What follows belongs to an exercise in optimizing a design on an open flow for small area; a production flow would make more cautious choices. Function was checked by simulation only, so behaviour that the tests miss may differ from the original. Power is estimated from default activity; no workload was simulated.

== PW ==
// simple_cpu
module simple_cpu(
	input             clk,
	input             rst,
	output reg [31:0] PC,
	input  [31:0]     Instruction,
	output [31:0]     Address,
	output            MemWrite,
	output [31:0]     Write_data,
	output [ 3:0]     Write_strb,
	input  [31:0]     Read_data,
	output            MemRead
);
Settings: LEC_CHECK=0, CAP_MARGIN=20, CORE_MARGIN=2, CORE_UTILIZATION=45, PLACE_DENSITY=0.65, SETUP_SLACK_MARGIN=0.15, SLEW_MARGIN=20, SYNTH_HIERARCHICAL=1; clock period 11.0 ns.
standard.sh (not shown) runs the stock make flow with config.mk's settings and CLKGATE_MAP_FILE= SYNTH_SCRIPT=/design/flow/synth_recipe.tcl, a recipe that flattens the netlist after the stock synthesis.
==> flow/flow/run.sh <==
#!/bin/bash
# Layout: the standard ORFS flow (standard.sh) with two changes:
#  - port buffers are buf_2 (the default pick is the slow clkdlybuf4s50_1),
#  - the clock tree uses clkbuf_8 leaves over clusters of up to 16 flip-flops
#    and no dummy loads.
# standard.sh writes each tool's log under orfs/logs; its own output goes to
# standard.log here.
export BUFFER_PORTS_ARGS="-buffer_cell sky130_fd_sc_hd__buf_2"
export CTS_ARGS="-sink_clustering_enable -repair_clock_nets -dont_use_dummy_load -sink_clustering_size 16 -sink_clustering_max_diameter 50 -buf_list {sky130_fd_sc_hd__clkbuf_8}"
bash standard.sh > standard.log 2>&1
PW went all the way through the flow, and no timing, DRC or antenna check failed.
## Diff of input files: MS against PW
Settings: a change of SETUP_SLACK_MARGIN from 0.15 to 0.2.
diff --git a/flow/flow/run.sh b/flow/flow/run.sh
--- a/flow/flow/run.sh
+++ b/flow/flow/run.sh
@@ -2 +2 @@
-# Layout: the standard ORFS flow (standard.sh) with two changes:
+# Layout: the standard ORFS flow (standard.sh) with three changes:
@@ -5 +5,3 @@
-#    and no dummy loads.
+#    and no dummy loads,
+#  - abc is told a module output drives 10 fF (the platform's setting reads as
+#    5 pF, which upsizes every gate at a module boundary).
@@ -10 +12 @@
-bash standard.sh > standard.log 2>&1
+bash standard.sh ABC_LOAD_IN_FF=0.01 finish > standard.log 2>&1
Notes after the runs:
Changes observed in MS relative to PW: total routing usage reported by global routing higher, wire length went up 0.85%, per-cell routed wire length saw little to no change, via count went up. Across both runs, data arrival time of the critical path was lower for MS than for PW.

* * *

== harbor ==
simple_cpu, a different RTL version from the one above (not shown whole).
For scale: ~0.047 mm2 of cells after synthesis.
==> flow/config.mk <==
export PLATFORM = sky130hd
export DESIGN_NAME = simple_cpu
export DESIGN_NICKNAME = simple_cpu
export VERILOG_FILES = /design/flow/design.v
export SDC_FILE = /design/flow/constraint.sdc
export NUM_CORES = 4
export LEC_CHECK = 0
export CAP_MARGIN = 20
export CORE_MARGIN = 2
export CORE_UTILIZATION = 50
export PLACE_DENSITY = 0.7
export SETUP_SLACK_MARGIN = 0.15
export SLEW_MARGIN = 20
export SYNTH_HIERARCHICAL = 1
==> flow/constraint.sdc <==
create_clock -name core_clock -period 11.0 [get_ports {clk}]
set_input_delay 2.2000 -clock core_clock [delete_from_list [all_inputs] [get_ports {clk}]]
set_output_delay 2.2000 -clock core_clock [all_outputs]
set_load 0.01 [all_outputs]
==> flow/flow/run.sh <==
#!/bin/bash
# Layout: the standard ORFS flow (standard.sh) with two changes:
#  - port buffers are buf_1 (the default pick is the slow clkdlybuf4s50_1;
#    repair upsizes the ones that need it),
#  - the clock tree uses clkbuf_8 leaves over clusters of up to 18 flip-flops
#    and no dummy loads.
# standard.sh writes each tool's log under orfs/logs; its own output goes to
# standard.log here.
export BUFFER_PORTS_ARGS="-buffer_cell sky130_fd_sc_hd__buf_1"
export CTS_ARGS="-sink_clustering_enable -repair_clock_nets -dont_use_dummy_load -sink_clustering_size 18 -sink_clustering_max_diameter 60 -buf_list {sky130_fd_sc_hd__clkbuf_8}"
bash standard.sh > standard.log 2>&1
#### Input delta (lagoon over harbor)
==> flow/flow/run.sh <==
#!/bin/bash
# Layout: the standard ORFS flow (standard.sh) with two changes:
#  - port buffers are buf_2 (the default pick is the slow clkdlybuf4s50_1),
#  - the clock tree uses clkbuf_16 leaves over clusters of up to 30 flip-flops
#    and no dummy loads.
# standard.sh writes each tool's log under orfs/logs; its own output goes to
# standard.log here.
export BUFFER_PORTS_ARGS="-buffer_cell sky130_fd_sc_hd__buf_2"
export CTS_ARGS="-sink_clustering_enable -repair_clock_nets -dont_use_dummy_load -sink_clustering_size 30 -sink_clustering_max_diameter 100 -buf_list {sky130_fd_sc_hd__clkbuf_16}"
bash standard.sh > standard.log 2>&1
--- outcome ---
harbor ran to completion and came out clean on the timing, design-rule and antenna checks.
lagoon finished end to end and its layout was clean on timing, DRC and antenna.
On total power of the final layout, lagoon tracks harbor almost exactly.
On fraction of final layout cells sized beyond drive strength 1, the higher figure sits with lagoon, not harbor.
Of the two values seen for capture point of the critical path, Write_data[0] was produced by lagoon and Address[29] by harbor.
As far as multi-input combinational cell area is concerned, harbor and lagoon perform about the same.
Setup slack in lagoon is larger than in harbor.
The count of clock-buffer cells in the layout in lagoon sits 37 below the value recorded for harbor.
Summary of the comparison: post-route clock period utilization is lower in lagoon, relative to harbor.
In lagoon the vias after detailed routing turned out 831 lower than in harbor.
Reported for harbor and lagoon, synthesized cell count turned out identical to the last digit.

[afterwards: timing with drivers on the ports]
No port has a modelled driver above. Below, the same layouts with a new extraction and two added sets of constraints.
Step 1 assumes that a clkbuf_16 drives the clock port and a buf_2 every other input.
Step 2 times the ports against the registers' clock, not the clock port: input delays grow and output delays shrink by t, the midpoint of the rising clock arrivals with the driver on.
Three values: no drivers, after step 1, after step 2; two values: the first two.
run	t (ns)	setup WS [ns]	worst hold slack (ns)	latest minus earliest clock arrival (ns)	slew at the worst register clock pin (ns)
PW	0.867	0.216 / 0.136 / 0.136	0.509 / 0.509 / 0.509	0.103 / 0.103	0.10 / 0.10
MS	0.873	0.309 / 0.198 / 0.198	0.511 / 0.511 / 0.511	0.139 / 0.139	0.10 / 0.10
harbor	0.862	0.261 / 0.220 / 0.220	0.516 / 0.516 / 0.516	0.115 / 0.115	0.12 / 0.12
lagoon	0.720	0.293 / 0.236 / 0.236	0.521 / 0.521 / 0.521	0.093 / 0.093	0.12 / 0.12
After both steps setup and hold are still met in every run listed. For MS, which loses most, drivers alone change the setup slack by -0.111 ns; drivers and shift together by -0.111 ns.
